This design comes from an exercise in tuning for small area and a short achievable clock period on the open sky130 flow, not from production work. Where RTL was checked, it was by simulation tests only, not by an equivalence proof against the original. No functional check of the RTL was part of runs 3 to 8. Power figures rest on the tool's default switching activity, not on a simulated workload.

[design/flow/run.sh]
#!/bin/bash
# synth_recipe.tcl (not shown) runs the flow's synth.tcl, then flattens the netlist and writes it again
# the make line also repeats each setting of config.mk as NAME=value (left out here)
make -C /OpenROAD-flow-scripts/flow DESIGN_CONFIG=/design/flow/config.mk WORK_HOME=/design/flow/orfs CLKGATE_MAP_FILE= SYNTH_SCRIPT=/design/flow/synth_recipe.tcl finish
[design/flow/config.mk]
export PLATFORM = sky130hd
export DESIGN_NAME = bist
export DESIGN_NICKNAME = bist
export VERILOG_FILES = /design/flow/design.v
export SDC_FILE = /design/flow/constraint.sdc
export NUM_CORES = 4
export LEC_CHECK = 0
export CAP_MARGIN = 20
export CORE_MARGIN = 2
export CORE_UTILIZATION = 40
export SETUP_SLACK_MARGIN = 1.8
export SLEW_MARGIN = 20
[design/flow/constraint.sdc]
create_clock -name core_clock -period 4.5 [get_ports {clk}]
set_input_delay 0.9000 -clock core_clock [delete_from_list [all_inputs] [get_ports {clk}]]
set_output_delay 0.9000 -clock core_clock [all_outputs]
set_load 0.01 [all_outputs]
[design/flow/design.v]
module bist #(
  parameter int size   = 6,
  parameter int length = 8
) (
  input  logic              start,
  input  logic              rst,
  input  logic              clk,
  input  logic              csin,
  input  logic              rwbarin,
  input  logic              opr,
  input  logic [size-1:0]   address,
  input  logic [length-1:0] datain,
  output logic [length-1:0] dataout,
  output logic              fail
);
  logic             NbarT;              
  logic             nrm;                
  logic [9:0]       q;
  logic             cout;
  logic [7:0]       tlo, thi;           
  logic [63:0][7:0] ram;                
  logic [7:0] data_t;
  always_comb begin
    case (q[9:7])
      3'd0: data_t = 8'hAA;
      3'd1: data_t = 8'h55;
      3'd2: data_t = 8'hF0;
      3'd3: data_t = 8'h0F;
      3'd4: data_t = 8'h00;
      3'd5: data_t = 8'hFF;
      3'd6: data_t = 8'h33;
      default: data_t = 8'hCC;
    endcase
  end
  logic [7:0] d;
  logic       we;
  assign d  = nrm ? datain : data_t;
  assign we = NbarT ? ~q[6] : (csin & ~rwbarin);
  logic [7:0]  lo, hi;
  logic [63:0] sel;
  always_comb begin
    for (int j = 0; j < 8; j++) begin
      lo[j] = (nrm && address[2:0] == j[2:0]) || tlo[j];
      hi[j] = (nrm && address[5:3] == j[2:0]) || thi[j];
    end
    for (int w = 0; w < 64; w++) sel[w] = hi[w/8] & lo[w%8];
  end
  always_ff @(posedge clk)
    for (int w = 0; w < 64; w++)
      if (we && sel[w]) ram[w] <= d;
  logic [7:0] grp [0:7];
  logic [7:0] rd, rnext;
  always_comb begin
    for (int i = 0; i < 8; i++) begin
      grp[i] = '0;
      for (int j = 0; j < 8; j++) grp[i] = grp[i] | (ram[8*i+j] & {8{lo[j]}});
    end
    rd = '0;
    for (int i = 0; i < 8; i++) rd = rd | (grp[i] & {8{hi[i]}});
    rnext = we ? d : rd;
  end
  logic       mode_next;
  logic [9:0] q_next;
  always_comb begin
    if (rst) mode_next = 1'b0;
    else if (!NbarT) mode_next = start;
    else if (cout) mode_next = 1'b0;
    else mode_next = 1'b1;
    q_next = NbarT ? q + 10'd1 : 10'd0;
  end
  always_ff @(posedge clk) begin
    NbarT <= mode_next;
    nrm   <= ~mode_next;
    q     <= q_next;
    cout  <= NbarT && (q == 10'h3FF);
    for (int j = 0; j < 8; j++) begin
      tlo[j] <= mode_next && (q_next[2:0] == j[2:0]);
      thi[j] <= mode_next && (q_next[5:3] == j[2:0]);
    end
  end
  logic [7:0] rd_n;                     
  logic [7:0] rd_t;                     
  always_ff @(posedge clk) begin
    rd_n <= rnext & {8{~mode_next}};
    rd_t <= rnext & {8{mode_next & q_next[6]}};
  end
  assign dataout = ({8{csin & rwbarin}} & rd_n) | rd_t;
  always_ff @(posedge clk) begin
    if (rst) fail <= 1'b0;
    else if (opr && NbarT && (rwbarin || q[6]) && (rd_t != data_t)) fail <= 1'b1;
  end
endmodule
==> results of run 1 <==
-- final cells by class --
type,count,area (um^2),share of cell area
clock inverter,29,225,0.00895
sequential,558,16300,0.648
multi-input combinational,752,5160,0.205
tap,688,861,0.0342
timing repair buffer,124,1130,0.0450
clock buffer,73,1450,0.0578
inverter,8,31.3,0.00124
antenna,2,5.00,0.000199
-- timing repair --
action | CTS | global route
setup endpoints to repair | 586 | 198
setup buffers | 10 | 14
gates cloned | 3 | 0
pin swaps | 12 | 7
gates resized for setup | 116 | 38
-- cell families (layout without fill, tap and decap cells) --
kind of cell             count (synthesis)  count (layout)  share of synthesized area
AND/OR/NAND/NOR                        315             317                     0.0798
flip-flops                             558             558                      0.766
buffers and inverters                   96             234                     0.0194
AO/OA/AOI/OAI                          417             418                      0.127
other                                    0               2                          0
adder cells (fa/ha/maj)                  2               2                    0.00118
XOR/XNOR                                11              11                    0.00453
multiplexers                             4               4                    0.00200
-- synth_stat cells (all sizes together) (4+ instances only) --
| cell type | n | area, um^2 |
|---|---|---|
| a22oi | 146 | 1100 |
| or3 | 6 | 37.5 |
| a21oi | 9 | 45.0 |
| clkbuf | 56 | 210 |
| xor2 | 4 | 35.0 |
| nor3 | 25 | 125 |
| inv | 7 | 26.3 |
| nand2 | 77 | 289 |
| a41oi | 14 | 123 |
| nor4 | 16 | 125 |
| a21o | 8 | 60.1 |
| nand4 | 6 | 37.5 |
| nor2 | 89 | 334 |
| nand3 | 8 | 40.0 |
| buf | 32 | 173 |
| nand2b | 7 | 43.8 |
| a21boi | 4 | 30.0 |
| dfxtp | 46 | 921 |
| o22ai | 4 | 25.0 |
| edfxtp | 512 | 15400 |
| a31oi | 52 | 325 |
| or4 | 4 | 30.0 |
| and4 | 44 | 385 |
| a22o | 11 | 96.3 |
| or2 | 9 | 58.8 |
| and3 | 4 | 25.0 |
| o21ai | 155 | 776 |
| nor2b | 8 | 50.1 |
| a221oi | 4 | 35.0 |
| xnor2 | 7 | 61.3 |
-- sequential cells by signal (all words and copies together) (netlist names), 8 cells and up --
register	cells
rd_t	8
q	10
rd_n	8
tlo	8
ram	512
thi	8
-- power by group --
part | internal (mW) | switching [mW]
clock network | 2.44 | 1.92
logic | 0.215 | 0.505
registers | 5.74 | 0.0188
total | 8.39 | 2.44
-- layer usage --
layer	share of wire	track usage
met1	0.40	0.324
met2	0.46	0.357
met3	0.10	0.0486
met4	0.033	0.0836
met5	0.00020	0
-- final timing paths --
check	to	slack, ns	cells past startpoint
min	fail	0.48	1
max	rd_n[5]	1.81	8
max reg2reg	ram[252]	1.83	5
min reg2reg	fail	0.48	1
-- critical path, cell delays in order --
cell and delay [ns]:
clkdlybuf4s50_1 0.60, nor2_1 0.16, a21oi_4 0.36, buf_4 0.21
a31oi_1 0.09, nor4_2 0.46, and3_4 0.31, nor3_1 0.05
-- metrics by stage --
step / hold slack, ns / power (mW) / utilization / cells
2_1_floorplan: 0.487 / 6.18 / - / 1403
3_3_place_gp: 0.468 / 6.50 / 0.435 / 2103
3_5_place_dp: 0.468 / 6.51 / 0.435 / 2103
4_1_cts: 0.481 / 10.8 / 0.474 / 2218
5_1_grt: 0.511 / 11.1 / 0.479 / 2232
6_report: 0.477 / 10.8 / 0.479 / 2234
==> reports/results.txt, run 1 <==
status - no timing/DRC/antenna violations
root buffer cell - clkbuf_16
htree depth - 2
RSZ-0062 raised after global routing - true
io pins - 29
Die Width - 235 um
Synth Flop Type - edfxtp_1
Num CTS Buffers - 55
total gr overflow - 0
Nets - 1521
crit path max fanout - 7
Mean Syn Cell Area - 15.2 um^2
Final WS setup - 1.81 ns
via count - 13700
All-Layer GR Usage - 0.231
post-synthesis sequential area ratio - 0.766
number of enable flip-flop cells after synthesis - 512
drt first pass iters - 6
placed standard-cell area - 22800 um^2
P per Cell Area - 430 nW/um^2
initial core utilization - 0.405
number of global-route vias before repair - 13200
crit path DAT - 3.15 ns
Hold Crit Start - fail
post-route antenna net violation count - 0
die height - 235 um
CTS tree - built
Synth warnings - 2
fin area - 25200 um^2
syn_nets - 1425
Post-CTS Hold Buffers - 0
Cells after Synth - 1403
Fin Clk Skew - 0.0219 ns
drt wl/cell - 28.9 um
Row Count - 84
post-layout minimum cycle time - 2.69 ns
initial antenna violation count - 2
initial DRC count - 1702
Distinct cells, synth - 57
IO buf count - 28
worst rel slew slack - 0.373
FMAX - 372 MHz
clk slew on worst S/H paths - 0.06 ns
post-synthesis register bit count - 558
Final HPWL DP - 38.5 mm
clk sinks - 558
most frequent cells in the layout - edfxtp_1 (512), o21ai_0 (150), a22oi_1 (134), nand2_1 (76), buf_4 (72)
clock latency (worst-skew pair) - 0.62 ns
Final Wtd Congestion - 0.881
synthesized area - 21300 um^2
endpoints failing setup - 0
FFs w/ async S/R, synth - 0
largest net degree at the start of global routing - 66
setup tns final - 0 ns
share of layout cells above drive strength 1 - 0.194
Worst Setup End Kind - flip-flop
most common cell after layout, fill and taps aside - edfxtp_1
crit path from - address[4]
final hold vios - 0
fin crit share - 0.598
VDD IR-drop max - 0.254 mV
WP data required - 4.96 ns
Worst Tran Pin Value - 0.936 ns
Filler Cell Count - 4485
drt via density - 6.12
Leakage - 7.66 nW
element type at the critical path start - primary input
layout overhead on the synthesized area - 18.3%
die area - 55000 um^2
max-slew violations - 0
Post-route DRC - 0
Worst Path Class, Setup - in2reg
DRT Wirelength - 64.6 mm
core area - 52600 um^2
Max clock buf depth - 3
pre-CTS WS - 0.306 ns
Hold Crit Class - reg2reg
first-pass GRT wire length - 93.4 mm
RR Startpoint - NbarT
maxcap violations - 0
==> inputs of run 2 (changes only) <==
--- a/design/flow/config.mk
+++ b/design/flow/config.mk
@@ -8,5 +8,5 @@
 export CAP_MARGIN = 20
 export CORE_MARGIN = 2
 export CORE_UTILIZATION = 40
-export SETUP_SLACK_MARGIN = 1.8
+export SETUP_SLACK_MARGIN = 2.2
 export SLEW_MARGIN = 20
==> run 2 against run 1 <==
  * Still clean on timing, DRC and antenna
  * Final area increased by 7.2%
  * Clock power increased by 9.2%
  * Worst hold slack improved by 0.0040 ns
  * Register-to-register slack about the same
==> reports/results.txt, run 2 <==
Synth warnings - 2
clock latency (worst-skew pair) - 0.62 ns
max-slew violations - 0
clk slew on worst S/H paths - 0.06 ns
Synth area leaders - edfxtp_1 (72%), a22oi_1 (5.1%), dfxtp_1 (4.3%), o21ai_0 (3.6%), and4_1 (1.8%)
Most flops, register - ram
Cells after Synth - 1403
syn_nets - 1425
status - no timing/DRC/antenna violations
Post-synth top cells - edfxtp_1 (512), o21ai_0 (155), a22oi_1 (145)
XOR/XNOR Fraction of Synth Area - 0.00453
DRT Wirelength - 68.9 mm
Post-Synth Adder-Cell Area - 0.00118
WP data required - 4.97 ns
RSZ-0062 raised after global routing - true
FF-to-FF path depth - 10
largest family of logic cells by synthesized area - compound AO/OA/AOI/OAI gates
number of enable flip-flop cells after synthesis - 512
worst rel slew slack - 0.288
largest net degree at the start of global routing - 66
crit path max fanout - 6
maxcap violations - 0
Die Width - 235 um
io pins - 29
fin crit share - 0.595
drt wl/cell - 30.1 um
FFs w/ async S/R, synth - 0
die area - 55000 um^2
CTS tree - built
synthesized area - 21300 um^2
share of layout cells above drive strength 1 - 0.290
FMAX - 374 MHz
die height - 235 um
Hold Crit Start - fail
Row Count - 84
Num CTS Buffers - 57
post-synthesis sequential area ratio - 0.766
Final HPWL DP - 38.2 mm
setup tns final - 0 ns
Yosys top cell by area - edfxtp_1
max reg flops - 512
Worst Tran Pin Value - 1.07 ns
pre-CTS WS - 0.492 ns
Synth Area in Compound Gates - 0.127
post-route antenna net violation count - 0
Post-route DRC - 0
Mean Syn Cell Area - 15.2 um^2
Nets - 1575
IO buf count - 28
initial DRC count - 1623
Distinct cells, synth - 57
flop2flop setup slack - 1.84 ns
simple-gate share of the synthesized area - 0.0798
most common cell after layout, fill and taps aside - edfxtp_1
drt first pass iters - 5
Fin Clk Skew - 0.0248 ns
final core occ - 0.513
Synth Flop Type - edfxtp_1
root buffer cell - clkbuf_16
Hold Crit Class - reg2reg
layout overhead on the synthesized area - 26.9%
Final WS setup - 1.82 ns
final hold vios - 0
# diodes - 0
P per Cell Area - 423 nW/um^2
Max clock buf depth - 3
via count - 14300
Hold Slack - 0.481 ns
VDD IR-drop max - 0.309 mV
Leakage - 8.24 nW
Post-CTS Hold Buffers - 0
clk sinks - 558
most common cell in the synthesized netlist - edfxtp_1
top cell type's share of synthesized area - 0.723
core area - 52600 um^2
RR Startpoint - nrm
top flop regs - ram: 512 flops, q: 10 flops
htree depth - 2
crit path DAT - 3.15 ns
number of global-route vias before repair - 13500
first-pass GRT wire length - 97.8 mm
hold endpoint - fail
initial core utilization - 0.405
Hold Path Cell Cnt - 1
Final Wtd Congestion - 0.838
All-Layer GR Usage - 0.245
element type at the critical path start - primary input
Worst Path Class, Setup - in2reg
drt via density - 6.23
most frequent cells in the layout - edfxtp_1 (512), o21ai_0 (147), a22oi_1 (101), buf_4 (94), nand2_1 (67)
post-synthesis register bit count - 558
post-synthesis mux area share - 0.00200
endpoints failing setup - 0
initial antenna violation count - 2
Crit Reg-Reg Endpoint - rd_t[3]
post-layout minimum cycle time - 2.68 ns
Worst Setup End Kind - flip-flop
total gr overflow - 0
-- run 2: changes by cell type in the layout (fill, tap and decap cells not counted), sizes merged --
cell and delta:
or2 +3, bufinv +4, buf +50, clkdlybuf4s15 -2
o21ai +3, diode -2, clkbuf -4, clkdlybuf4s50 -3
clkinv +3, clkinvlp -1, bufbuf +3
-- run 2: cell families after synthesis --
logic type | Yosys count
muxes | 4
AOI/OAI and AO/OA | 417
xor gates and xnor gates | 11
and+or+nand+nor | 315
DFF | 558
adders and majority gates | 2
buffers and inverters | 96
-- run 2: final cells by class --
class,count,area [um^2]
tap,688,861
inverter,8,35.0
fill,4212,25600
sequential,558,16300
multi-input combinational,758,6040
clock inverter,35,365
timing repair buffer,170,1860
clock buffer,71,1510
-- run 2: worst max-delay path, stage by stage --
cell and delay, ns:
clkdlybuf4s15_1 0.48, nor2b_4 0.14, buf_4 0.17, a31oi_4 0.34, buf_12 0.17, a31oi_1 0.05, nor4_1 0.53, and3_4 0.31
nor3_1 0.05
-- run 2: where the power goes --
part	switching [mW]	internal, mW
sequential	0.0296	5.74
combinational	0.584	0.298
clock	1.98	2.78
-- run 2: repair_timing --
action                                  in CTS  in global routing
pin swaps                                   58                 26
hold endpoints to repair                     0                  0
gates resized for setup                    203                 48
endpoints found under the setup margin     955                370
setup buffers                               46                 26
cloned                                      15                  0
-- run 2: metal layers --
layer  GRT usage  wire length (um)  share of wire  vias up
met2       0.380             31600           0.46      880
met5           0                28        0.00041        -
met4      0.0976              2960          0.043        4
li1            -                 -              -     5954
met3      0.0515              7120           0.10      172
met1       0.337             27200           0.39     7252
-- run 2: how the worst max path moves through the flow --
stage / from / to / slack [ns] / cells after the start
after floorplan: address[0] / rd_n[4] / 1.74 / 9
after global placement: address[1] / rd_t[2] / 0.53 / 9
after detailed placement: address[1] / rd_t[2] / 0.49 / 9
after CTS: nrm / rd_t[2] / 1.91 / 11
after global routing: address[5] / rd_t[6] / 1.81 / 8
final: address[3] / rd_t[3] / 1.82 / 9
-- run 2: per-stage QoR --
step	cell area, um^2	std cells	total power [mW]
after floorplan	22100	1403	6.24
after global placement	23300	2095	6.54
after detailed placement	23300	2095	6.55
after CTS	26400	2262	11.4
after global routing	27000	2288	11.7
final	27000	2288	11.4
==> inputs of run 3 (changes only) <==
==> design/flow/design.v (replaced) <==
module bist #(
  parameter int size   = 6,
  parameter int length = 8
) (
  input  logic              start,
  input  logic              rst,
  input  logic              clk,
  input  logic              csin,
  input  logic              rwbarin,
  input  logic              opr,
  input  logic [size-1:0]   address,
  input  logic [length-1:0] datain,
  output logic [length-1:0] dataout,
  output logic              fail
);
  localparam int HB = 2;                
  localparam int NG = 1 << HB;          
  localparam int LB = size - HB;        
  logic             NbarT;              
  logic [9:0]       q;
  logic             cout;
  logic [7:0]       ram [0:63];
  logic [7:0] data_t;
  always_comb begin
    case (q[9:7])
      3'd0: data_t = 8'hAA;
      3'd1: data_t = 8'h55;
      3'd2: data_t = 8'hF0;
      3'd3: data_t = 8'h0F;
      3'd4: data_t = 8'h00;
      3'd5: data_t = 8'hFF;
      3'd6: data_t = 8'h33;
      default: data_t = 8'hCC;
    endcase
  end
  logic [5:0] a;
  logic [7:0] d;
  logic       we;
  assign a  = NbarT ? q[5:0] : address;
  assign d  = NbarT ? data_t : datain;
  assign we = NbarT ? ~q[6] : (csin & ~rwbarin);
  always_ff @(posedge clk)
    if (we) ram[a] <= d;
  logic [7:0]    grp [0:NG-1];
  logic [HB-1:0] a_hi;
  always_ff @(posedge clk) begin
    a_hi <= a[5:LB];
    for (int k = 0; k < NG; k++)
      grp[k] <= we ? d : ram[{k[HB-1:0], a[LB-1:0]}];
  end
  logic [7:0] word;
  logic       rd_en;
  assign word    = grp[a_hi];
  assign rd_en   = NbarT ? q[6] : (csin & rwbarin);
  assign dataout = rd_en ? word : 8'd0;
  always_ff @(posedge clk) begin
    if (rst) NbarT <= 1'b0;
    else if (!NbarT) NbarT <= start;
    else if (cout) NbarT <= 1'b0;
  end
  always_ff @(posedge clk) begin
    if (!NbarT) begin
      q    <= '0;
      cout <= 1'b0;
    end else begin
      q    <= q + 10'd1;
      cout <= (q == 10'h3FF);
    end
  end
  always_ff @(posedge clk) begin
    if (rst) fail <= 1'b0;
    else if (opr && NbarT && (rwbarin || q[6]) && (dataout != data_t)) fail <= 1'b1;
  end
endmodule
==> run 3 against run 2 <==
  * Worst hold slack gained 0.027 ns
  * Critical path type is now reg2reg
  * Largest cell class unchanged
  * Die area is 4.6% higher
  * Final area up 18%
  * Sequential share of layout area is 9.3 points lower
  * Global-route usage rose by 2.4 points
==> reports/results.txt, run 3 <==
status - no timing/DRC/antenna violations
Synth Area in Compound Gates - 0.108
initial antenna violation count - 1
root buffer cell - clkbuf_16
largest family of logic cells by synthesized area - compound AO/OA/AOI/OAI gates
FMAX - 331 MHz
WP data required - 4.99 ns
syn_nets - 1470
simple-gate share of the synthesized area - 0.0650
Die Width - 240 um
Synth warnings - 2
placed standard-cell area - 24400 um^2
drt via density - 6.36
share of layout cells above drive strength 1 - 0.464
die area - 57600 um^2
most common cell after layout, fill and taps aside - edfxtp_1
Non-Filler Instances - 2620
P per Cell Area - 396 nW/um^2
Pwr Total - 12.6 mW
Final HPWL DP - 43.4 mm
io pins - 29
Row Count - 86
VDD IR-drop max - 0.320 mV
post-layout minimum cycle time - 3.02 ns
drt first pass iters - 6
Worst Path Class, Setup - reg2reg
Post-route DRC - 0
RSZ-0062 raised after global routing - true
Crit Reg-Reg Endpoint - grp[3][2]
DRT Wirelength - 86.2 mm
Filler Cell Count - 3939
htree depth - 2
post-synthesis sequential area ratio - 0.732
Final Wtd Congestion - 0.890
top cell type's share of synthesized area - 0.690
Worst Setup End Kind - flip-flop
layout overhead on the synthesized area - 43.4%
first-pass GRT wire length - 109 mm
CTS tree - built
flop2flop setup slack - 1.48 ns
IO buf count - 28
Nets - 1848
Fin Clk Skew - 0.0271 ns
Post-Synth Adder-Cell Area - 0.00281
crit path max fanout - 12
crit path from - NbarT
endpoints failing setup - 0
initial DRC count - 2453
crit path capture - grp[3][2]
most frequent cells in the layout - edfxtp_1 (512), buf_4 (179), buf_12 (109), nand2_1 (107), buf_6 (68)
most common cell in the synthesized netlist - edfxtp_1
Max clock buf depth - 3
Worst Tran Pin Value - 0.920 ns
RR Startpoint - NbarT
Cells after Synth - 1445
total gr overflow - 0
Leakage - 10.8 nW
Yosys top cell by area - edfxtp_1
crit path DAT - 3.51 ns
Post-CTS Hold Buffers - 0
drt wl/cell - 32.9 um
fin crit share - 0.672
# diodes - 0
Synth Flop Type - edfxtp_1
Synth area leaders - edfxtp_1 (69%), dfxtp_1 (4.2%), mux2_2 (3.7%), a221oi_1 (2.9%), nand2_1 (2.2%)
FF-to-FF path depth - 12
clk slew on worst S/H paths - 0.07 ns
core area - 55100 um^2
maxcap violations - 0
Most flops, register - ram
element type at the critical path start - flip-flop
number of enable flip-flop cells after synthesis - 512
area of the multi-input gates - 7800 um^2
max-slew violations - 0
Mean Syn Cell Area - 15.4 um^2
fin area - 31900 um^2
post-synthesis register bit count - 559
XOR/XNOR Fraction of Synth Area - 0.00432
via count - 16700
initial core utilization - 0.404
Distinct cells, synth - 73
die height - 240 um
number of global-route vias before repair - 15200
top flop regs - ram: 512 flops, grp: 32 flops, q: 10 flops
placed insts - 2211
synthesized area - 22300 um^2
setup tns final - 0 ns
Seq. cell area - 16300 um^2
Hold Crit Class - reg2reg
Num CTS Buffers - 57
largest net degree at the start of global routing - 64
worst rel slew slack - 0.387
All-Layer GR Usage - 0.268
clk sinks - 559
post-synthesis mux area share - 0.0635
post-route antenna net violation count - 0
max reg flops - 512
final hold vios - 0
FFs w/ async S/R, synth - 0
clock latency (worst-skew pair) - 0.64 ns
Post-synth top cells - edfxtp_1 (512), nand2_1 (128), nor2_1 (106)
run 3: cell count changes after synthesis, moves of 47 or more:
| cell | change |
|---|---|
| o21ai_0 | -91 |
| a31oi_1 | -47 |
| nand2_1 | +51 |
| mux2_2 | +72 |
| a221oi_1 | +70 |
| a22oi_1 | -95 |
run 3: per-stage QoR:
step	hold slack (ns)	utilization	worst slack [ns]
after floorplan	0.466	-	1.92
after global placement	0.482	0.442	0.0608
after detailed placement	0.489	0.442	0.310
after CTS	0.501	0.533	1.64
after global routing	0.564	0.580	1.53
final	0.508	0.580	1.48
run 3: report_power, final:
group | internal, mW | switching [mW]
logic | 0.818 | 1.15
registers | 5.78 | 0.0573
clock network | 2.78 | 2.06
run 3: per-layer routing:
metal	track usage	wire length [um]
met1	0.357	31100
met5	0	9
met3	0.0637	10900
met2	0.412	38100
met4	0.136	6130
run 3: timing repair:
action                                   CTS  global route
pin swaps                                102           140
setup buffers                            153           131
endpoints found under the setup margin  1039           732
resized for setup                        301           262
gates cloned                               8             9
run 3: worst min path at each step:
| stage | endpoint | start | depth (start not counted) | slack [ns] |
|---|---|---|---|---|
| 3_5_place_dp | NbarT | cout | 3 | 0.49 |
| 6_report | NbarT | cout | 3 | 0.51 |
| 5_1_grt | NbarT | cout | 3 | 0.56 |
| 4_1_cts | NbarT | cout | 3 | 0.50 |
| 3_3_place_gp | NbarT | cout | 3 | 0.48 |
| 2_1_floorplan | NbarT | cout | 3 | 0.47 |
run 3: final cells by class:
cell class                 count  area share
multi-input combinational    794       0.244
clock buffer                  72      0.0484
timing repair buffer         401       0.154
sequential                   559       0.511
inverter                      10     0.00129
clock inverter                36      0.0112
tap                          748      0.0293
run 3: worst max-delay path, stage by stage (launching register included):
cell	delay, ns
dfxtp_4	0.37
buf_6	0.10
buf_12	0.12
buf_4	0.12
buf_12	0.11
and3b_2	0.22
buf_4	0.14
o21a_2	0.26
buf_8	0.20
a22oi_1	0.28
o21ai_0	0.19
a2111oi_1	0.59
o31ai_1	0.15
run 3: logic make-up after synthesis:
family,count (synthesis)
muxes,114
buffers and inverters,101
AOI/OAI and AO/OA,329
DFF,559
xor gates and xnor gates,11
adders and majority gates,5
and+or+nand+nor,326
==> inputs of run 4 (changes only) <==
--- a/design/flow/design.v
+++ b/design/flow/design.v
@@ -13,9 +13,6 @@
   output logic [length-1:0] dataout,
   output logic              fail
 );
-  localparam int HB = 2;                
-  localparam int NG = 1 << HB;          
-  localparam int LB = size - HB;        
   logic             NbarT;              
   logic [9:0]       q;
   logic             cout;
@@ -41,18 +38,12 @@
   assign we = NbarT ? ~q[6] : (csin & ~rwbarin);
   always_ff @(posedge clk)
     if (we) ram[a] <= d;
-  logic [7:0]    grp [0:NG-1];
-  logic [HB-1:0] a_hi;
-  always_ff @(posedge clk) begin
-    a_hi <= a[5:LB];
-    for (int k = 0; k < NG; k++)
-      grp[k] <= we ? d : ram[{k[HB-1:0], a[LB-1:0]}];
-  end
-  logic [7:0] word;
-  logic       rd_en;
-  assign word    = grp[a_hi];
+  logic [7:0] rdata;
+  always_ff @(posedge clk)
+    rdata <= we ? d : ram[a];
+  logic rd_en;
   assign rd_en   = NbarT ? q[6] : (csin & rwbarin);
-  assign dataout = rd_en ? word : 8'd0;
+  assign dataout = rd_en ? rdata : 8'd0;
   always_ff @(posedge clk) begin
     if (rst) NbarT <= 1'b0;
     else if (!NbarT) NbarT <= start;
--- a/design/flow/config.mk
+++ b/design/flow/config.mk
@@ -8,5 +8,5 @@
 export CAP_MARGIN = 20
 export CORE_MARGIN = 2
 export CORE_UTILIZATION = 40
-export SETUP_SLACK_MARGIN = 2.2
+export SETUP_SLACK_MARGIN = 2.3
 export SLEW_MARGIN = 20
==> run 4 against run 3 <==
  * Non-clock buffer count down 163
  * Combinational power down 38%
  * Sequential power is 5.3% lower
  * Area after synthesis shrank 5.8%
  * Clock power is 17% lower
  * Power shrank 15%
  * Clock skew is 0.0077 ns lower
  * Cell count decreased by 23%
  * Worst hold slack lost 0.043 ns
  * First-iteration DRC count shrank 59%
  * Critical path type is now reg2out
  * Largest cell class unchanged
==> reports/results.txt, run 4 <==
first-pass GRT wire length - 78.1 mm
final hold vios - 0
top flop regs - ram: 512 flops, q: 10 flops
clk slew on worst S/H paths - 0.06 ns
drt first pass iters - 6
drt via density - 5.66
layout overhead on the synthesized area - 32.5%
io pins - 29
Hold Crit Start - fail
FF-to-FF path depth - 12
number of enable flip-flop cells after synthesis - 512
max reg flops - 512
post-route antenna net violation count - 0
Fin Clk Skew - 0.0194 ns
Nets - 1321
FMAX - 266 MHz
Mean Syn Cell Area - 20.1 um^2
Synth area leaders - edfxtp_1 (73%), mux4_2 (14%), dfxtp_1 (1.8%), nor2_1 (1.6%), mux2i_1 (1.4%)
via count - 11400
flop2flop setup slack - 1.52 ns
# diodes - 0
crit path DAT - 2.85 ns
RSZ-0062 raised after global routing - true
Hold Path Cell Cnt - 2
Cells after Synth - 1045
initial antenna violation count - 0
die area - 54300 um^2
element type at the critical path start - flip-flop
top cell type's share of synthesized area - 0.732
crit path max fanout - 5
hold endpoint - fail
FFs w/ async S/R, synth - 0
endpoints failing setup - 0
maxcap violations - 0
Post-synth top cells - edfxtp_1 (512), mux4_2 (128), nor2_1 (91)
root buffer cell - clkbuf_16
initial core utilization - 0.407
IO buf count - 28
All-Layer GR Usage - 0.202
Most flops, register - ram
Filler Cell Count - 3891
Row Count - 83
DRT Wirelength - 54.2 mm
largest net degree at the start of global routing - 65
Non-Filler Instances - 2017
clock latency (worst-skew pair) - 0.61 ns
Worst Tran Pin Value - 0.713 ns
post-layout minimum cycle time - 3.75 ns
setup tns final - 0 ns
most common cell after layout, fill and taps aside - edfxtp_1
Hold Crit Class - reg2reg
synthesized area - 21000 um^2
most frequent cells in the layout - edfxtp_1 (512), mux4_2 (128), buf_4 (96), buf_12 (85), nor2_4 (75)
Final HPWL DP - 30.8 mm
post-synthesis sequential area ratio - 0.750
clk sinks - 531
Distinct cells, synth - 53
P per Cell Area - 387 nW/um^2
fin crit share - 0.834
htree depth - 2
Pwr Total - 10.8 mW
Leakage - 8.82 nW
post-synthesis register bit count - 531
Synth Flop Type - edfxtp_1
initial DRC count - 997
worst rel slew slack - 0.524
Yosys top cell by area - edfxtp_1
Worst Setup End Kind - primary output
die height - 233 um
VDD IR-drop max - 0.274 mV
CTS tree - built
Hold Slack - 0.465 ns
Post-route DRC - 0
most common cell in the synthesized netlist - edfxtp_1
core area - 51600 um^2
Max clock buf depth - 3
drt wl/cell - 26.9 um
total gr overflow - 0
WP data required - 3.60 ns
Num CTS Buffers - 53
Crit Reg-Reg Endpoint - fail
max-slew violations - 0
number of global-route vias before repair - 11400
Final Wtd Congestion - 0.840
share of layout cells above drive strength 1 - 0.461
Die Width - 233 um
pre-CTS WS - 0.530 ns
Synth warnings - 1
syn_nets - 1070
placed insts - 1745
status - no timing/DRC/antenna violations
Worst Path Class, Setup - reg2out
Final WS setup - 0.748 ns
==> run 4: cell types whose count changed in the layout (fill, tap and decap cells not counted), moves of 31 or more <==
cell and change:
a221oi_2 -40, a22oi_1 -37, buf_4 -83, buf_6 -54, dfxtp_1 -31, mux2_2 -59
mux4_2 +116, nand2_1 -94
==> run 4: routing by layer <==
metal  global-route usage  up-vias  wire length (um)
met2                0.328      412             26700
met3               0.0504       89              3910
met1                0.270     6080             22100
met5                    0        -                 0
li1                     -     4834                 -
met4               0.0619        0              1530
==> run 4: critical path: stages (launching register included) <==
cell     delay [ns]
dfxtp_4        0.39
buf_12         0.16
buf_16         0.14
buf_4          0.13
mux4_2         0.50
o22a_1         0.26
o221a_2        0.29
a22o_1         0.24
buf_2          0.15
==> run 4: cell families after synthesis <==
family	count (synthesis)	share of synthesized area
xor gates and xnor gates	15	0.00626
and+or+nand+nor	181	0.0400
AOI/OAI and AO/OA	94	0.0320
muxes	161	0.153
DFF	531	0.750
adders and majority gates	5	0.00298
buffers and inverters	58	0.0151
==> run 4: per-stage QoR <==
step	area, um^2	util
6_report	27800	0.539
5_1_grt	27800	0.539
4_1_cts	27100	0.526
3_5_place_dp	23100	0.447
3_3_place_gp	23100	0.447
2_1_floorplan	21900	-
==> run 4: final cells by class <==
cell class / count / area, um^2 / area share
clock buffer: 65 / 1370 / 0.0493
timing repair buffer: 238 / 3220 / 0.116
tap: 680 / 851 / 0.0306
sequential: 531 / 15800 / 0.567
clock inverter: 31 / 179 / 0.00643
multi-input combinational: 460 / 6370 / 0.229
inverter: 12 / 50.0 / 0.00180
==> run 4: report_power, final <==
group	total, mW	switching, mW	internal, mW	leakage (nW)
clock network	4.02	1.81	2.21	0.767
logic	1.23	0.661	0.571	3.30
registers	5.52	0.0305	5.49	4.75
==> run 4: repair_timing <==
item                                    4_1_cts  5_1_grt
setup buffers                               139       27
cloned                                        9        1
pin swaps                                    81       66
endpoints found under the setup margin      888      882
hold buffers                                  0        0
gates resized for setup                     141       65
==> run 4: worst max-delay path by stage <==
| stage | from | endpoint | slack (ns) | cells after the start |
|---|---|---|---|---|
| detailed placement | rwbarin | dataout[5] | 0.53 | 7 |
| finish | flip-flop | dataout[0] | 0.75 | 8 |
| floorplan | flip-flop | dataout[1] | 1.78 | 7 |
| global route | flip-flop | dataout[0] | 0.69 | 8 |
| CTS | flip-flop | dataout[3] | 0.71 | 8 |
| global placement | flip-flop | dataout[2] | 0.53 | 7 |
==> inputs of run 5 (changes only) <==
--- a/design/flow/design.v
+++ b/design/flow/design.v
@@ -16,7 +16,7 @@
   logic             NbarT;              
   logic [9:0]       q;
   logic             cout;
-  logic [7:0]       ram [0:63];
+  logic [63:0][7:0] ram;               
   logic [7:0] data_t;
   always_comb begin
     case (q[9:7])
@@ -37,10 +37,25 @@
   assign d  = NbarT ? data_t : datain;
   assign we = NbarT ? ~q[6] : (csin & ~rwbarin);
   always_ff @(posedge clk)
-    if (we) ram[a] <= d;
+    for (int w = 0; w < 64; w++)
+      if (we && a == w[5:0]) ram[w] <= d;
+  logic [7:0] l1 [0:31];
+  logic [7:0] l2 [0:15];
+  logic [7:0] l3 [0:7];
+  logic [7:0] l4 [0:3];
+  logic [7:0] l5 [0:1];
+  logic [7:0] rd;
+  always_comb begin
+    for (int i = 0; i < 32; i++) l1[i] = a[0] ? ram[2*i+1] : ram[2*i];
+    for (int i = 0; i < 16; i++) l2[i] = a[1] ? l1[2*i+1]  : l1[2*i];
+    for (int i = 0; i < 8;  i++) l3[i] = a[2] ? l2[2*i+1]  : l2[2*i];
+    for (int i = 0; i < 4;  i++) l4[i] = a[3] ? l3[2*i+1]  : l3[2*i];
+    for (int i = 0; i < 2;  i++) l5[i] = a[4] ? l4[2*i+1]  : l4[2*i];
+    rd = a[5] ? l5[1] : l5[0];
+  end
   logic [7:0] rdata;
   always_ff @(posedge clk)
-    rdata <= we ? d : ram[a];
+    rdata <= we ? d : rd;
   logic rd_en;
   assign rd_en   = NbarT ? q[6] : (csin & rwbarin);
   assign dataout = rd_en ? rdata : 8'd0;
==> run 5 against run 4 <==
  * Still clean on timing, DRC and antenna
  * Fmax grew 26%
  * Non-clock buffer count grew 153
  * Wire length grew 75%
  * Setup slack gained 0.77 ns
  * Power grew 11%
  * Clock skew grew 0.0026 ns
  * Sequential power grew 0.7%
  * Clock power grew 11%
  * Count of clock-buffer cells in the layout grew 2
  * Critical path depth grew 6
  * Critical endpoint is now rdata[1]
==> reports/results.txt, run 5 <==
die area - 62900 um^2
VDD IR-drop max - 0.281 mV
Final WS setup - 1.52 ns
Worst Tran Pin Value - 0.740 ns
Synth area leaders - edfxtp_1 (63%), a22oi_1 (4.0%), nand2_1 (3.4%), o41ai_1 (2.9%), a32o_1 (2.8%)
Post-route DRC - 0
post-route antenna net violation count - 0
Final HPWL DP - 46.4 mm
Filler Cell Count - 4470
layout overhead on the synthesized area - 39.8%
Fin Clk Skew - 0.0220 ns
Logic pwr share - 0.164
post-synthesis register bit count - 533
via count - 20300
final hold vios - 0
Switch Pwr - 3.18 mW
Distinct cells, synth - 58
number of enable flip-flop cells after synthesis - 512
worst rel slew slack - 0.506
largest net degree at the start of global routing - 66
clk slew on worst S/H paths - 0.07 ns
# diodes - 0
htree depth - 2
most common cell after layout, fill and taps aside - edfxtp_1
P per Cell Area - 352 nW/um^2
post-layout minimum cycle time - 2.98 ns
max reg flops - 512
Row Count - 90
Synth Flop Type - edfxtp_1
hold endpoint - NbarT
Flop pwr share - 0.464
most common cell in the synthesized netlist - edfxtp_1
FFs w/ async S/R, synth - 0
Hold Crit Start - cout
RSZ-0062 raised after global routing - true
Most flops, register - ram
initial DRC count - 3416
io pins - 29
RR Startpoint - NbarT
Max clock buf depth - 3
die height - 251 um
flop2flop setup slack - 1.52 ns
DRT Wirelength - 94.9 mm
clock latency (worst-skew pair) - 0.64 ns
endpoints failing setup - 0
fin crit share - 0.662
top flop regs - ram: 512 flops, q: 10 flops, rdata: 8 flops
root buffer cell - clkbuf_16
crit path max fanout - 8
Num CTS Buffers - 53
crit path DAT - 3.46 ns
post-synthesis sequential area ratio - 0.648
number of global-route vias before repair - 19200
clk sinks - 533
drt first pass iters - 7
synthesized area - 24400 um^2
CTS tree - built
initial antenna violation count - 1
share of layout cells above drive strength 1 - 0.336
max-slew violations - 0
syn_nets - 1997
area of the multi-input gates - 9820 um^2
total gr overflow - 0
first-pass GRT wire length - 130 mm
Synth warnings - 6
Final Wtd Congestion - 0.867
Post-synth top cells - edfxtp_1 (512), nand2_1 (223), a22oi_1 (129)
initial core utilization - 0.404
Clk pwr share - 0.372
element type at the critical path start - flip-flop
Worst Setup End Kind - flip-flop
FMAX - 336 MHz
drt wl/cell - 30.9 um
Cells after Synth - 1976
Yosys top cell by area - edfxtp_1
Net Sw Frac - 0.265
pre-CTS WS - 0.315 ns
drt via density - 6.62
core area - 60200 um^2
top cell type's share of synthesized area - 0.631
FF-to-FF path depth - 14
Nets - 2266
maxcap violations - 0
setup tns final - 0 ns
Seq. cell area - 15800 um^2
IO buf count - 28
Crit Reg-Reg Endpoint - rdata[1]
Hold Crit Class - reg2reg
Pint - 8.80 mW
WP data required - 4.98 ns
Die Width - 251 um
Mean Syn Cell Area - 12.3 um^2
most frequent cells in the layout - edfxtp_1 (512), nand2_1 (200), buf_4 (132), a22oi_1 (91), buf_6 (80)
Leakage - 11.3 nW
Hold Path Cell Cnt - 3
Worst Path Class, Setup - reg2reg
All-Layer GR Usage - 0.281
status - no timing/DRC/antenna violations
[run 5: cell types whose count changed after synthesis, moves of 64 or more]
cell,before,now
nand2_1,30,223
a22oi_1,0,129
mux4_2,128,0
o41ai_1,0,80
nand4_1,1,76
buf_2,16,83
a32o_1,1,67
o32ai_1,0,65
a21oi_1,15,79
[run 5: layout make-up]
type,count,area share
inverters,75,0.00889
well taps,782,0.0287
clock inverters,32,0.00830
multi-input cells,1189,0.288
clock buffers,67,0.0420
flip-flops and latches,533,0.464
repair buffers,391,0.159
repair inverters,2,0.000588
[run 5: critical path: stages (launching register included)]
cell	delay (ns)
dfxtp_4	0.37
buf_6	0.10
buf_12	0.10
buf_12	0.10
buf_12	0.12
nor2_4	0.11
buf_6	0.16
clkbuf_16	0.17
clkbuf_4	0.19
buf_4	0.16
a32o_1	0.26
o41ai_1	0.41
nand4_1	0.19
a22oi_2	0.22
a41oi_2	0.15
[run 5: power groups by stage]
| stage | Combinational [mW] | Sequential [mW] | Clock, mW |
|---|---|---|---|
| 3_5_place_dp | 1.07 | 5.68 | 0 |
| 4_1_cts | 1.70 | 5.55 | 4.46 |
| 6_report | 1.96 | 5.56 | 4.45 |
| 5_1_grt | 1.99 | 5.56 | 4.65 |
| 3_3_place_gp | 1.06 | 5.68 | 0 |
| 2_1_floorplan | 0.668 | 5.64 | 0 |
[run 5: stage by stage]
stage,instance area (um^2),hold WS (ns),utilization,total power [mW],cells
after floorplan,24800,0.466,-,6.31,1976
after global placement,26200,0.495,0.436,6.74,2734
after detailed placement,26200,0.515,0.436,6.75,2734
after CTS,32700,0.533,0.542,11.7,3021
after global routing,34100,0.604,0.565,12.2,3071
final,34100,0.525,0.565,12.0,3071
[run 5: metal layers]
metal | GRT usage | wire (um) | up-vias
li1 | - | - | 8321
met2 | 0.441 | 42200 | 1630
met3 | 0.0568 | 12500 | 387
met1 | 0.379 | 34500 | 9980
met4 | 0.128 | 5720 | 2
met5 | 0 | 13 | -
[run 5: worst max path at each step]
stage / to / startpoint / slack, ns / cells past startpoint
after CTS: rdata[1] / NbarT / 1.62 / 13
after global routing: rdata[3] / NbarT / 1.51 / 13
final: rdata[1] / NbarT / 1.52 / 14
after global placement: rdata[4] / address[0] / 0.28 / 9
after floorplan: ram[0] / NbarT / 1.93 / 6
after detailed placement: rdata[4] / address[0] / 0.31 / 8
[run 5: logic make-up after synthesis]
family,after synthesis,synth area share
AND/OR/NAND/NOR,563,0.112
XOR/XNOR,12,0.00431
buffers and inverters,258,0.0480
adder cells (fa/ha/maj),1,0.000513
flip-flops,533,0.648
multiplexers,6,0.00262
AO/OA/AOI/OAI,603,0.184
[run 5: timing repair]
item / 4_1_cts / 5_1_grt
setup buffers: 154 / 44
endpoints found under the setup margin: 991 / 782
gates cloned: 34 / 6
hold buffers: 0 / 0
pin swaps: 118 / 103
resized for setup: 474 / 182
==> inputs of run 6 (changes only) <==
==> design/flow/design.v (replaced) <==
module bist #(
  parameter int size   = 6,
  parameter int length = 8
) (
  input  logic              start,
  input  logic              rst,
  input  logic              clk,
  input  logic              csin,
  input  logic              rwbarin,
  input  logic              opr,
  input  logic [size-1:0]   address,
  input  logic [length-1:0] datain,
  output logic [length-1:0] dataout,
  output logic              fail
);
  logic             NbarT;              
  logic             nrm_a;              
  logic             nrm_d;              
  logic [9:0]       q;
  logic             cout;
  logic [63:0][7:0] ram;                
  logic [7:0] data_t;
  always_comb begin
    case (q[9:7])
      3'd0: data_t = 8'hAA;
      3'd1: data_t = 8'h55;
      3'd2: data_t = 8'hF0;
      3'd3: data_t = 8'h0F;
      3'd4: data_t = 8'h00;
      3'd5: data_t = 8'hFF;
      3'd6: data_t = 8'h33;
      default: data_t = 8'hCC;
    endcase
  end
  logic [5:0] a;
  logic [7:0] d;
  logic       we;
  assign a  = nrm_a ? address : q[5:0];
  assign d  = nrm_d ? datain  : data_t;
  assign we = NbarT ? ~q[6] : (csin & ~rwbarin);
  logic [7:0]  lo, hi;
  logic [63:0] sel;
  always_comb begin
    for (int j = 0; j < 8; j++) begin
      lo[j] = (a[2:0] == j[2:0]);
      hi[j] = (a[5:3] == j[2:0]);
    end
    for (int w = 0; w < 64; w++) sel[w] = hi[w/8] & lo[w%8];
  end
  always_ff @(posedge clk)
    for (int w = 0; w < 64; w++)
      if (we && sel[w]) ram[w] <= d;
  logic [7:0] rd;
  always_comb begin
    rd = '0;
    for (int w = 0; w < 64; w++) rd = rd | (ram[w] & {8{sel[w]}});
  end
  logic [7:0] rdata;
  always_ff @(posedge clk)
    rdata <= we ? d : rd;
  logic rd_en;
  assign rd_en   = NbarT ? q[6] : (csin & rwbarin);
  assign dataout = rd_en ? rdata : 8'd0;
  logic mode_next;
  always_comb begin
    if (rst) mode_next = 1'b0;
    else if (!NbarT) mode_next = start;
    else if (cout) mode_next = 1'b0;
    else mode_next = 1'b1;
  end
  always_ff @(posedge clk) begin
    NbarT <= mode_next;
    nrm_a <= ~mode_next;
    nrm_d <= ~mode_next;
  end
  always_ff @(posedge clk) begin
    if (!NbarT) begin
      q    <= '0;
      cout <= 1'b0;
    end else begin
      q    <= q + 10'd1;
      cout <= (q == 10'h3FF);
    end
  end
  always_ff @(posedge clk) begin
    if (rst) fail <= 1'b0;
    else if (opr && NbarT && (rwbarin || q[6]) && (dataout != data_t)) fail <= 1'b1;
  end
endmodule
--- a/design/flow/config.mk
+++ b/design/flow/config.mk
@@ -8,5 +8,5 @@
 export CAP_MARGIN = 20
 export CORE_MARGIN = 2
 export CORE_UTILIZATION = 40
-export SETUP_SLACK_MARGIN = 2.3
+export SETUP_SLACK_MARGIN = 2.0
 export SLEW_MARGIN = 20
==> run 6 against run 5 <==
  * Worst hold slack lost 0.039 ns
  * Final area shrank 19%
  * Still clean on timing, DRC and antenna
  * Largest cell class unchanged
  * Non-clock buffer count shrank 73
  * Count of clock-buffer cells in the layout grew 8
  * Highest routed layer unchanged
==> reports/results.txt, run 6 <==
Final WS setup - 1.45 ns
Row Count - 83
WP buf/inv - 2
most common cell in the synthesized netlist - edfxtp_1
Post-synth top cells - edfxtp_1 (512), a22oi_1 (89), nand2_1 (75)
io pins - 29
simple-gate share of the synthesized area - 0.0900
root buffer cell - clkbuf_16
post-synthesis register bit count - 534
maxcap violations - 0
FMAX - 328 MHz
drt wl/cell - 39.9 um
drt via density - 6.82
Die Width - 233 um
Post-route DRC - 0
die area - 54400 um^2
most common cell after layout, fill and taps aside - edfxtp_1
flop2flop setup slack - 1.45 ns
RSZ-0062 raised after global routing - true
CTS tree - built
P per Cell Area - 394 nW/um^2
IO buf count - 28
Post-Synth Adder-Cell Area - 0.00298
Yosys top cell by area - edfxtp_1
Crit Reg-Reg Endpoint - rdata[4]
via count - 15900
worst rel slew slack - 0.384
Synth area leaders - edfxtp_1 (73%), a22oi_1 (3.2%), a22o_1 (2.1%), dfxtp_1 (2.1%), a221oi_1 (1.9%)
Fin Clk Skew - 0.0238 ns
WP data required - 5.01 ns
critical path cell sequence - buf_6 -> nand3b_1 -> a22oi_2 -> buf_4 -> a32oi_4 -> nand4b_1 -> or4_1 -> o32a_1
Max clock buf depth - 3
top cell type's share of synthesized area - 0.732
Post-CTS Hold Buffers - 0
first-pass GRT wire length - 124 mm
layout overhead on the synthesized area - 31.4%
Synth warnings - 1
syn_nets - 1347
most frequent cells in the layout - edfxtp_1 (512), buf_4 (218), a22oi_1 (70), clkbuf_16 (57), nand2_1 (53)
Hold Crit Start - cout
Worst Path Class, Setup - reg2reg
Most flops, register - ram
die height - 233 um
Mean Syn Cell Area - 15.9 um^2
Nets - 1635
Crit-path slowest cell - or4_1
total gr overflow - 0
Synth Area in Compound Gates - 0.123
FFs w/ async S/R, synth - 0
Filler Cell Count - 4126
pre-CTS WS - -0.116 ns
DRT Wirelength - 93.1 mm
crit path DAT - 3.56 ns
element type at the critical path start - flip-flop
Worst Tran Pin Value - 0.924 ns
Cells after Synth - 1322
RR Startpoint - nrm_a
crit path max fanout - 8
number of enable flip-flop cells after synthesis - 512
clk sinks - 534
Synth Flop Type - edfxtp_1
crit path capture - rdata[4]
fin crit share - 0.678
Hold Crit Class - reg2reg
status - no timing/DRC/antenna violations
crit path from - nrm_a
number of global-route vias before repair - 14800
All-Layer GR Usage - 0.342
post-route antenna net violation count - 0
endpoints failing setup - 0
core area - 51600 um^2
Final HPWL DP - 62.0 mm
post-synthesis sequential area ratio - 0.753
synthesized area - 21000 um^2
drt first pass iters - 6
Final Wtd Congestion - 1.03
VDD IR-drop max - 0.273 mV
Leakage - 9.32 nW
CP delay by family, top - simple AND/OR/NAND/NOR gates
XOR/XNOR Fraction of Synth Area - 0.00542
final hold vios - 0
largest net degree at the start of global routing - 66
Largest stage delay, worst path - 0.57 ns
FF-to-FF path depth - 8
initial core utilization - 0.407
Worst Setup End Kind - flip-flop
CP Depth - 8
initial antenna violation count - 3
htree depth - 2
share of layout cells above drive strength 1 - 0.373
Pwr Total - 10.9 mW
top flop regs - ram: 512 flops, q: 10 flops, rdata: 8 flops
largest family of logic cells by synthesized area - compound AO/OA/AOI/OAI gates
Distinct cells, synth - 62
clock latency (worst-skew pair) - 0.65 ns
initial DRC count - 2963
post-synthesis mux area share - 0.00620
max reg flops - 512
Num CTS Buffers - 53
clk slew on worst S/H paths - 0.06 ns
max-slew violations - 0
post-layout minimum cycle time - 3.05 ns
==> run 6: changes by cell type after synthesis, sizes merged, moves of 65 or more <==
cell and change:
o41ai -79, nor2b -66, nand2 -143, a21oi -65
buf -94, nand2b -66, inv -67, o32ai -65
==> run 6: worst min-delay path by stage <==
stage	to	slack, ns	cells after the start
6_report	nrm_a	0.49	2
5_1_grt	nrm_a	0.54	2
4_1_cts	nrm_a	0.49	2
3_5_place_dp	nrm_a	0.48	2
3_3_place_gp	nrm_a	0.46	2
2_1_floorplan	nrm_a	0.43	2
==> run 6: metal layers <==
metal | global-route usage | vias to the layer above | share of wire
met5 | 0 | - | 0.00068
met4 | 0.222 | 8 | 0.082
met3 | 0.114 | 360 | 0.14
met2 | 0.490 | 1513 | 0.42
met1 | 0.443 | 7983 | 0.36
li1 | - | 6058 | -
==> run 6: power breakdown <==
group | switching [mW] | internal, mW
Sequential | 0.0365 | 5.51
Clock | 1.89 | 2.52
Combinational | 0.591 | 0.304
==> run 6: cell type report <==
| type | instances | area [um^2] | share of cell area |
|---|---|---|---|
| clock inverter | 23 | 233 | 0.00843 |
| sequential | 534 | 15800 | 0.574 |
| tap | 680 | 851 | 0.0308 |
| antenna | 1 | 2.50 | 0.0000907 |
| timing repair buffer | 318 | 3050 | 0.111 |
| multi-input combinational | 696 | 6150 | 0.223 |
| inverter | 7 | 26.3 | 0.000952 |
| clock buffer | 75 | 1450 | 0.0526 |
==> run 6: worst min-delay path, delay by kind of cell (launching register included) <==
kind | cells | cell delay [ns]
compound gates | 1 | 0.06
flops | 1 | 0.32
simple gates | 1 | 0.07
==> run 6: stage by stage <==
stage	TNS [ns]	util	hold WS (ns)	std cells	cell area (um^2)
3_5_place_dp	-0.182	0.451	0.479	2093	23300
6_report	0	0.535	0.486	2334	27600
5_1_grt	0	0.535	0.541	2333	27600
3_3_place_gp	-0.202	0.451	0.463	2093	23300
4_1_cts	0	0.521	0.494	2298	26900
2_1_floorplan	0	-	0.434	1322	21400
==> run 6: cells by family after synthesis <==
| logic type | after synthesis |
|---|---|
| compound gates | 316 |
| fa+ha+maj | 5 |
| xor+xnor | 13 |
| simple gates | 349 |
| flops | 534 |
| mux | 12 |
| buf+inv | 93 |
==> run 6: what timing repair did <==
action / 4_1_cts / 5_1_grt
setup buffers: 105 / 33
endpoints found under the setup margin: 610 / 456
gates cloned: 2 / 2
pin swaps: 74 / 39
resized for setup: 268 / 78
==> inputs of run 7 (changes only) <==
--- a/design/flow/config.mk
+++ b/design/flow/config.mk
@@ -8,5 +8,5 @@
 export CAP_MARGIN = 20
 export CORE_MARGIN = 2
 export CORE_UTILIZATION = 40
-export SETUP_SLACK_MARGIN = 2.0
+export SETUP_SLACK_MARGIN = 2.3
 export SLEW_MARGIN = 20
==> run 7 against run 6 <==
  * Cell count increased by 1.5%
  * Flip-flop and latch count unchanged
  * Non-clock buffer count grew 27
  * Sequential power barely moved
  * Setup slack better by 0.072 ns
  * Synthesized cell count unchanged
  * Wire length hardly changed
  * Highest routed layer unchanged
  * Largest power group unchanged
  * Clock skew decreased by 0.0037 ns
  * Global-route usage decreased by 0.50 points
  * Sequential share of layout area fell by 3.0 points
==> reports/results.txt, run 7 <==
status - no timing/DRC/antenna violations
FFs w/ async S/R, synth - 0
post-route antenna net violation count - 0
All-Layer GR Usage - 0.337
Synth warnings - 1
clk sinks - 534
worst rel slew slack - 0.485
VDD IR-drop max - 0.349 mV
share of layout cells above drive strength 1 - 0.420
crit path DAT - 3.49 ns
endpoints failing setup - 0
Worst Tran Pin Value - 0.772 ns
Row Count - 83
maxcap violations - 0
pre-CTS WS - 0.259 ns
number of enable flip-flop cells after synthesis - 512
area of the multi-input gates - 6730 um^2
Hold Crit Class - reg2reg
post-synthesis register bit count - 534
root buffer cell - clkbuf_16
Final Wtd Congestion - 1.06
Seq. cell area - 15800 um^2
RSZ-0062 raised after global routing - true
Max clock buf depth - 3
setup tns final - 0 ns
FMAX - 335 MHz
Nets - 1666
Final HPWL DP - 57.7 mm
via count - 16500
die height - 233 um
Synth area leaders - edfxtp_1 (73%), a22oi_1 (3.2%), a22o_1 (2.1%), dfxtp_1 (2.1%), a221oi_1 (1.9%)
Worst Setup End Kind - flip-flop
Synth Flop Type - edfxtp_1
top cell type's share of synthesized area - 0.732
CTS tree - built
Leakage - 9.81 nW
Final WS setup - 1.52 ns
Cells after Synth - 1322
top flop regs - ram: 512 flops, q: 10 flops, rdata: 8 flops
clock latency (worst-skew pair) - 0.63 ns
first-pass GRT wire length - 124 mm
Distinct cells, synth - 62
Worst Path Class, Setup - reg2reg
synthesized area - 21000 um^2
most common cell after layout, fill and taps aside - edfxtp_1
Num CTS Buffers - 54
element type at the critical path start - flip-flop
post-layout minimum cycle time - 2.98 ns
most common cell in the synthesized netlist - edfxtp_1
io pins - 29
Post-CTS Hold Buffers - 0
Die Width - 233 um
max-slew violations - 0
Pwr Total - 11.1 mW
syn_nets - 1347
Yosys top cell by area - edfxtp_1
DRT Wirelength - 93.2 mm
WP data required - 5.01 ns
initial DRC count - 3294
core area - 51600 um^2
die area - 54400 um^2
clk slew on worst S/H paths - 0.06 ns
Non-Filler Instances - 2370
crit path max fanout - 13
final hold vios - 0
IO buf count - 28
Filler Cell Count - 3797
total gr overflow - 0
drt first pass iters - 10
crit path from - nrm_a
most frequent cells in the layout - edfxtp_1 (512), buf_4 (182), a22oi_1 (72), buf_12 (69), buf_6 (58)
layout overhead on the synthesized area - 38.6%
drt via density - 6.98
Most flops, register - ram
drt wl/cell - 39.3 um
initial core utilization - 0.407
max reg flops - 512
largest net degree at the start of global routing - 66
Post-synth top cells - edfxtp_1 (512), a22oi_1 (89), nand2_1 (75)
Mean Syn Cell Area - 15.9 um^2
RR Startpoint - nrm_a
placed insts - 2035
Fin Clk Skew - 0.0202 ns
Post-route DRC - 0
Hold Crit Start - cout
P per Cell Area - 381 nW/um^2
htree depth - 2
fin crit share - 0.662
number of global-route vias before repair - 15100
initial antenna violation count - 6
post-synthesis sequential area ratio - 0.753
## run 7: cell types whose count changed in the layout (fill, tap and decap cells not counted), sizes merged
cell	before	now
clkdlybuf4s15	3	1
mux2	8	9
clkdlybuf4s50	12	11
bufinv	5	4
clkinv	16	11
clkbuf	79	82
clkinvlp	1	3
diode	1	3
nand2	81	83
dlygate4sd2	0	1
inv	8	11
buf	298	329
## run 7: cell families (layout without fill, tap and decap cells)
logic type | Yosys count | after routing | share of synthesized area
flops | 534 | 534 | 0.753
buf+inv | 93 | 454 | 0.0194
fa+ha+maj | 5 | 5 | 0.00298
simple gates | 349 | 352 | 0.0900
xor+xnor | 13 | 13 | 0.00542
compound gates | 316 | 316 | 0.123
mux | 12 | 13 | 0.00620
other cells | 0 | 3 | 0
## run 7: layout make-up
class,instances,share of cell area
Antenna cell,3,0.000258
Clock buffer,80,0.0529
Clock inverter,22,0.00825
Inverter,7,0.000903
Multi-Input combinational cell,699,0.231
Sequential cell,534,0.544
Tap cell,680,0.0292
Timing Repair Buffer,345,0.133
## run 7: worst max-delay path, cell delays in order (launching register included)
cell and delay (ns):
dfxtp_4 0.40, buf_16 0.15, nand3b_1 0.27, buf_4 0.19, a22oi_2 0.10, buf_6 0.21, a32o_2 0.35, a221oi_2 0.24
buf_4 0.19, nand4_1 0.34, o32a_1 0.41
## run 7: path summary, 6_finish.rpt
kind / to / slack (ns) / cells after the start
min: nrm_a / 0.50 / 2
min reg2reg: nrm_a / 0.50 / 2
max reg2reg: rdata[4] / 1.52 / 10
max: rdata[4] / 1.52 / 10
## run 7: layer usage
layer | part of all wire | track usage | vias to the layer above
met3 | 0.16 | 0.132 | 449
met2 | 0.41 | 0.479 | 1745
met4 | 0.090 | 0.226 | 8
met1 | 0.34 | 0.424 | 8197
li1 | - | - | 6143
met5 | 0.0014 | 0 | -
## run 7: timing repair
item                       4_1_cts  5_1_grt
buffers inserted               162       60
setup endpoints to repair      864      754
cloned                           6        2
pin swaps                      101       80
hold endpoints to repair         0        0
resized for setup              276      152
## run 7: power breakdown
part	total (mW)	switching, mW	internal, mW
logic	0.988	0.636	0.352
registers	5.56	0.0445	5.51
clock network	4.55	1.95	2.61
total	11.1	2.63	8.47
## run 7: through the flow
| step | hold slack [ns] | util | cell area, um^2 |
|---|---|---|---|
| after floorplan | 0.434 | - | 22100 |
| after global placement | 0.499 | 0.452 | 23300 |
| after detailed placement | 0.504 | 0.452 | 23300 |
| after CTS | 0.520 | 0.540 | 27900 |
| after global routing | 0.526 | 0.564 | 29100 |
| final | 0.501 | 0.564 | 29100 |
==> inputs of run 8 (changes only) <==
==> design/flow/design.v (replaced) <==
module bist #(
  parameter int size   = 6,
  parameter int length = 8
) (
  input  logic              start,
  input  logic              rst,
  input  logic              clk,
  input  logic              csin,
  input  logic              rwbarin,
  input  logic              opr,
  input  logic [size-1:0]   address,
  input  logic [length-1:0] datain,
  output logic [length-1:0] dataout,
  output logic              fail
);
  logic             NbarT;              
  logic             nrm;                
  logic [9:0]       q;
  logic             cout;
  logic [7:0]       tlo, thi;           
  logic [63:0][7:0] ram;                
  logic [7:0]       rd_n;               
  logic [7:0]       rd_t;               
  logic [7:0] data_t;
  always_comb begin
    case (q[9:7])
      3'd0: data_t = 8'hAA;
      3'd1: data_t = 8'h55;
      3'd2: data_t = 8'hF0;
      3'd3: data_t = 8'h0F;
      3'd4: data_t = 8'h00;
      3'd5: data_t = 8'hFF;
      3'd6: data_t = 8'h33;
      default: data_t = 8'hCC;
    endcase
  end
  logic [7:0] d;
  logic       we;
  assign d  = nrm ? datain : data_t;
  assign we = NbarT ? ~q[6] : (csin & ~rwbarin);
  logic       mode_next;
  logic [9:0] q_next;
  always_comb begin
    if (rst) mode_next = 1'b0;
    else if (!NbarT) mode_next = start;
    else if (cout) mode_next = 1'b0;
    else mode_next = 1'b1;
    q_next = NbarT ? q + 10'd1 : 10'd0;
  end
  logic [7:0] lo, hi;
  predec u_lo (.en(nrm), .a(address[2:0]), .t(tlo), .y(lo));
  predec u_hi (.en(nrm), .a(address[5:3]), .t(thi), .y(hi));
  logic [7:0]  hiw;
  logic [63:0] de;
  always_comb begin
    hiw = hi & {8{we}};
    for (int w = 0; w < 64; w++) de[w] = hiw[w/8] & lo[w%8];
  end
  always_ff @(posedge clk)
    for (int w = 0; w < 64; w++)
      if (de[w]) ram[w] <= d;
  logic [7:0] grp [0:7];
  for (genvar i = 0; i < 8; i++) begin : g_grp
    for (genvar b = 0; b < 8; b++) begin : g_bit
      ao8 u_ao (.s(lo),
                .m({ram[8*i+7][b], ram[8*i+6][b], ram[8*i+5][b], ram[8*i+4][b],
                    ram[8*i+3][b], ram[8*i+2][b], ram[8*i+1][b], ram[8*i][b]}),
                .y(grp[i][b]));
    end
  end
  logic       to_n, to_t;               
  logic [7:0] hin, hit;
  logic       byn, byt;
  always_comb begin
    to_n = ~mode_next;
    to_t = mode_next & q_next[6];
    hin  = hi & {8{~we & to_n}};
    hit  = hi & {8{~we & to_t}};
    byn  = we & to_n;
    byt  = we & to_t;
  end
  logic [7:0] rn_next, rt_next;
  for (genvar b = 0; b < 8; b++) begin : g_rd
    ao9 u_n (.s({byn, hin}),
             .m({d[b], grp[7][b], grp[6][b], grp[5][b], grp[4][b],
                 grp[3][b], grp[2][b], grp[1][b], grp[0][b]}),
             .y(rn_next[b]));
    ao9 u_t (.s({byt, hit}),
             .m({d[b], grp[7][b], grp[6][b], grp[5][b], grp[4][b],
                 grp[3][b], grp[2][b], grp[1][b], grp[0][b]}),
             .y(rt_next[b]));
  end
  always_ff @(posedge clk) begin
    NbarT <= mode_next;
    nrm   <= ~mode_next;
    q     <= q_next;
    cout  <= NbarT && (q == 10'h3FF);
    for (int j = 0; j < 8; j++) begin
      tlo[j] <= mode_next && (q_next[2:0] == j[2:0]);
      thi[j] <= mode_next && (q_next[5:3] == j[2:0]);
    end
    rd_n <= rn_next;
    rd_t <= rt_next;
  end
  for (genvar b = 0; b < 8; b++) begin : g_out
    outgate u_o (.a(csin), .b(rwbarin), .c(rd_n[b]), .d(rd_t[b]), .y(dataout[b]));
  end
  always_ff @(posedge clk) begin
    if (rst) fail <= 1'b0;
    else if (opr && NbarT && (rwbarin || q[6]) && (rd_t != data_t)) fail <= 1'b1;
  end
endmodule
module predec (
  input  logic       en,
  input  logic [2:0] a,
  input  logic [7:0] t,
  output logic [7:0] y
);
  always_comb
    for (int j = 0; j < 8; j++) y[j] = (en && a == j[2:0]) || t[j];
endmodule
module ao8 (
  input  logic [7:0] s,
  input  logic [7:0] m,
  output logic       y
);
  assign y = |(s & m);
endmodule
module ao9 (
  input  logic [8:0] s,
  input  logic [8:0] m,
  output logic       y
);
  assign y = |(s & m);
endmodule
module outgate (
  input  logic a,
  input  logic b,
  input  logic c,
  input  logic d,
  output logic y
);
  assign y = (a & b & c) | d;
endmodule
--- a/design/flow/config.mk
+++ b/design/flow/config.mk
@@ -8,5 +8,7 @@
 export CAP_MARGIN = 20
 export CORE_MARGIN = 2
 export CORE_UTILIZATION = 40
-export SETUP_SLACK_MARGIN = 2.3
+export SETUP_SLACK_MARGIN = 2.2
 export SLEW_MARGIN = 20
+export SYNTH_HIERARCHICAL = 1
+export SYNTH_MINIMUM_KEEP_SIZE = 0
==> run 8 against run 7 <==
  * Still clean on timing, DRC and antenna
  * Flip-flop and latch count grew 24
  * Cell count decreased by 8.5%
  * Clock power grew 2%
  * Synthesized cell count decreased by 7.7%
  * Register-to-register slack improved by 0.33 ns
  * Critical path type unchanged
  * Critical endpoint is now rd_t[6]
==> reports/results.txt, run 8 <==
Leakage - 8.68 nW
FFs w/ async S/R, synth - 0
Post-CTS Hold Buffers - 0
Final Wtd Congestion - 0.856
root buffer cell - clkbuf_16
worst rel slew slack - 0.305
clk sinks - 558
Worst Tran Pin Value - 1.04 ns
Clk pwr share - 0.404
setup tns final - 0 ns
core area - 51600 um^2
die area - 54300 um^2
endpoints failing setup - 0
io pins - 29
Nets - 1468
flop2flop setup slack - 1.85 ns
Hold Crit Class - reg2reg
Post-route DRC - 0
crit path max fanout - 7
Seq. cell area - 16300 um^2
die height - 233 um
share of layout cells above drive strength 1 - 0.317
max reg flops - 512
Yosys top cell by area - edfxtp_1
largest net degree at the start of global routing - 67
Row Count - 83
post-synthesis sequential area ratio - 0.776
total gr overflow - 0
IO buf count - 28
status - no timing/DRC/antenna violations
# diodes - 0
htree depth - 2
CTS tree - built
Synth area leaders - edfxtp_1 (73%), a22oi_1 (9.7%), dfxtp_1 (4.4%), and3_1 (2.0%), nand4_1 (1.9%)
Distinct cells, synth - 53
fin crit share - 0.589
element type at the critical path start - flip-flop
maxcap violations - 0
drt first pass iters - 10
DRT Wirelength - 68.5 mm
VDD IR-drop max - 0.274 mV
final hold vios - 0
via count - 14100
Synth Flop Type - edfxtp_1
final core occ - 0.514
most frequent cells in the layout - edfxtp_1 (512), a22oi_1 (193), a22oi_2 (79), buf_4 (79), nand4_1 (64)
post-synthesis register bit count - 558
clk slew on worst S/H paths - 0.06 ns
area of the multi-input gates - 5790 um^2
most common cell after layout, fill and taps aside - edfxtp_1
Cells after Synth - 1220
syn_nets - 1242
Worst Setup End Kind - flip-flop
clock latency (worst-skew pair) - 0.60 ns
synthesized area - 21000 um^2
Filler Cell Count - 4044
Fin Clk Skew - 0.0124 ns
FMAX - 377 MHz
Worst Path Class, Setup - reg2reg
max-slew violations - 0
Logic pwr share - 0.091
top cell type's share of synthesized area - 0.732
initial core utilization - 0.407
crit path DAT - 3.10 ns
drt wl/cell - 31.6 um
top flop regs - ram: 512 flops, q: 10 flops
Num CTS Buffers - 56
RSZ-0062 raised after global routing - true
most common cell in the synthesized netlist - edfxtp_1
Net Sw Frac - 0.227
Pint - 8.83 mW
Synth warnings - 9
first-pass GRT wire length - 96.4 mm
P per Cell Area - 431 nW/um^2
number of global-route vias before repair - 13400
Max clock buf depth - 3
drt via density - 6.53
number of enable flip-flop cells after synthesis - 512
initial antenna violation count - 1
post-layout minimum cycle time - 2.65 ns
Most flops, register - ram
Switch Pwr - 2.59 mW
layout overhead on the synthesized area - 26.3%
All-Layer GR Usage - 0.249
Final HPWL DP - 33.5 mm
Die Width - 233 um
WP data required - 4.94 ns
Mean Syn Cell Area - 17.2 um^2
Post-synth top cells - edfxtp_1 (512), a22oi_1 (272), and3_1 (67)
post-route antenna net violation count - 0
Flop pwr share - 0.505
initial DRC count - 2294
## run 8: metal layers
layer / vias up / wire [um] / track usage
met5: - / 13 / 0
met4: 2 / 2820 / 0.0965
met3: 204 / 8510 / 0.0718
met2: 952 / 29700 / 0.366
met1: 7177 / 27500 / 0.351
li1: 5812 / - / -
## run 8: timing repair
item	CTS	global route
pin swaps	83	73
buffers inserted	63	30
cloned	31	2
endpoints found under the setup margin	932	471
resized for setup	249	99
## run 8: worst max-delay path: stages, from the launching register on
cell and delay [ns]:
dfxtp_4 0.36, nor2b_4 0.18, buf_6 0.14, buf_8 0.14, a31o_4 0.26, a22oi_2 0.19
nand4_1 0.19, a222oi_1 0.86, nand3_1 0.15
## run 8: through the flow
stage	hold slack [ns]	instances	power, mW	area (um^2)	worst slack (ns)
final	0.588	2168	11.4	26500	1.85
after global routing	0.615	2168	11.7	26500	1.88
after CTS	0.576	2136	11.4	25900	2.01
after detailed placement	0.510	1942	6.57	22500	0.676
after global placement	0.507	1942	6.55	22500	0.678
after floorplan	0.477	1220	6.22	21000	1.57
## run 8: cell type report
class	instances	area share
multi-input combinational	664	0.218
clock inverter	29	0.0119
timing repair buffer	154	0.0644
inverter	12	0.00203
tap	680	0.0321
sequential	558	0.615
clock buffer	71	0.0565
## run 8: cell families after synthesis
| group | synth area share |
|---|---|
| DFF | 0.776 |
| and+or+nand+nor | 0.0638 |
| adders and majority gates | 0.00119 |
| buffers and inverters | 0.00524 |
| muxes | 0.00149 |
| xor gates and xnor gates | 0.00667 |
| AOI/OAI and AO/OA | 0.146 |
## run 8: modules after synthesis (local to each module, per instance)
module	flops+latches	times used	area [um^2]	cells
outgate	0	8	8.76	1
ao9	0	16	46.3	5
bist	558	1	17700	788
predec	0	2	103	12
ao8	0	64	36.3	5
## run 8: final timing paths
| kind | cells past startpoint | to | startpoint |
|---|---|---|---|
| min reg2reg | 2 | tlo[2] | q[0] |
| min | 2 | tlo[2] | q[0] |
| max reg2reg | 8 | rd_t[6] | nrm |
| max | 8 | rd_t[6] | nrm |
## run 8: power groups by stage
stage | combinational (mW) | clock [mW] | sequential (mW)
2_1_floorplan | 0.348 | 0 | 5.87
3_3_place_gp | 0.683 | 0 | 5.87
3_5_place_dp | 0.698 | 0 | 5.87
4_1_cts | 0.942 | 4.67 | 5.77
5_1_grt | 1.06 | 4.86 | 5.77
6_report | 1.04 | 4.62 | 5.77
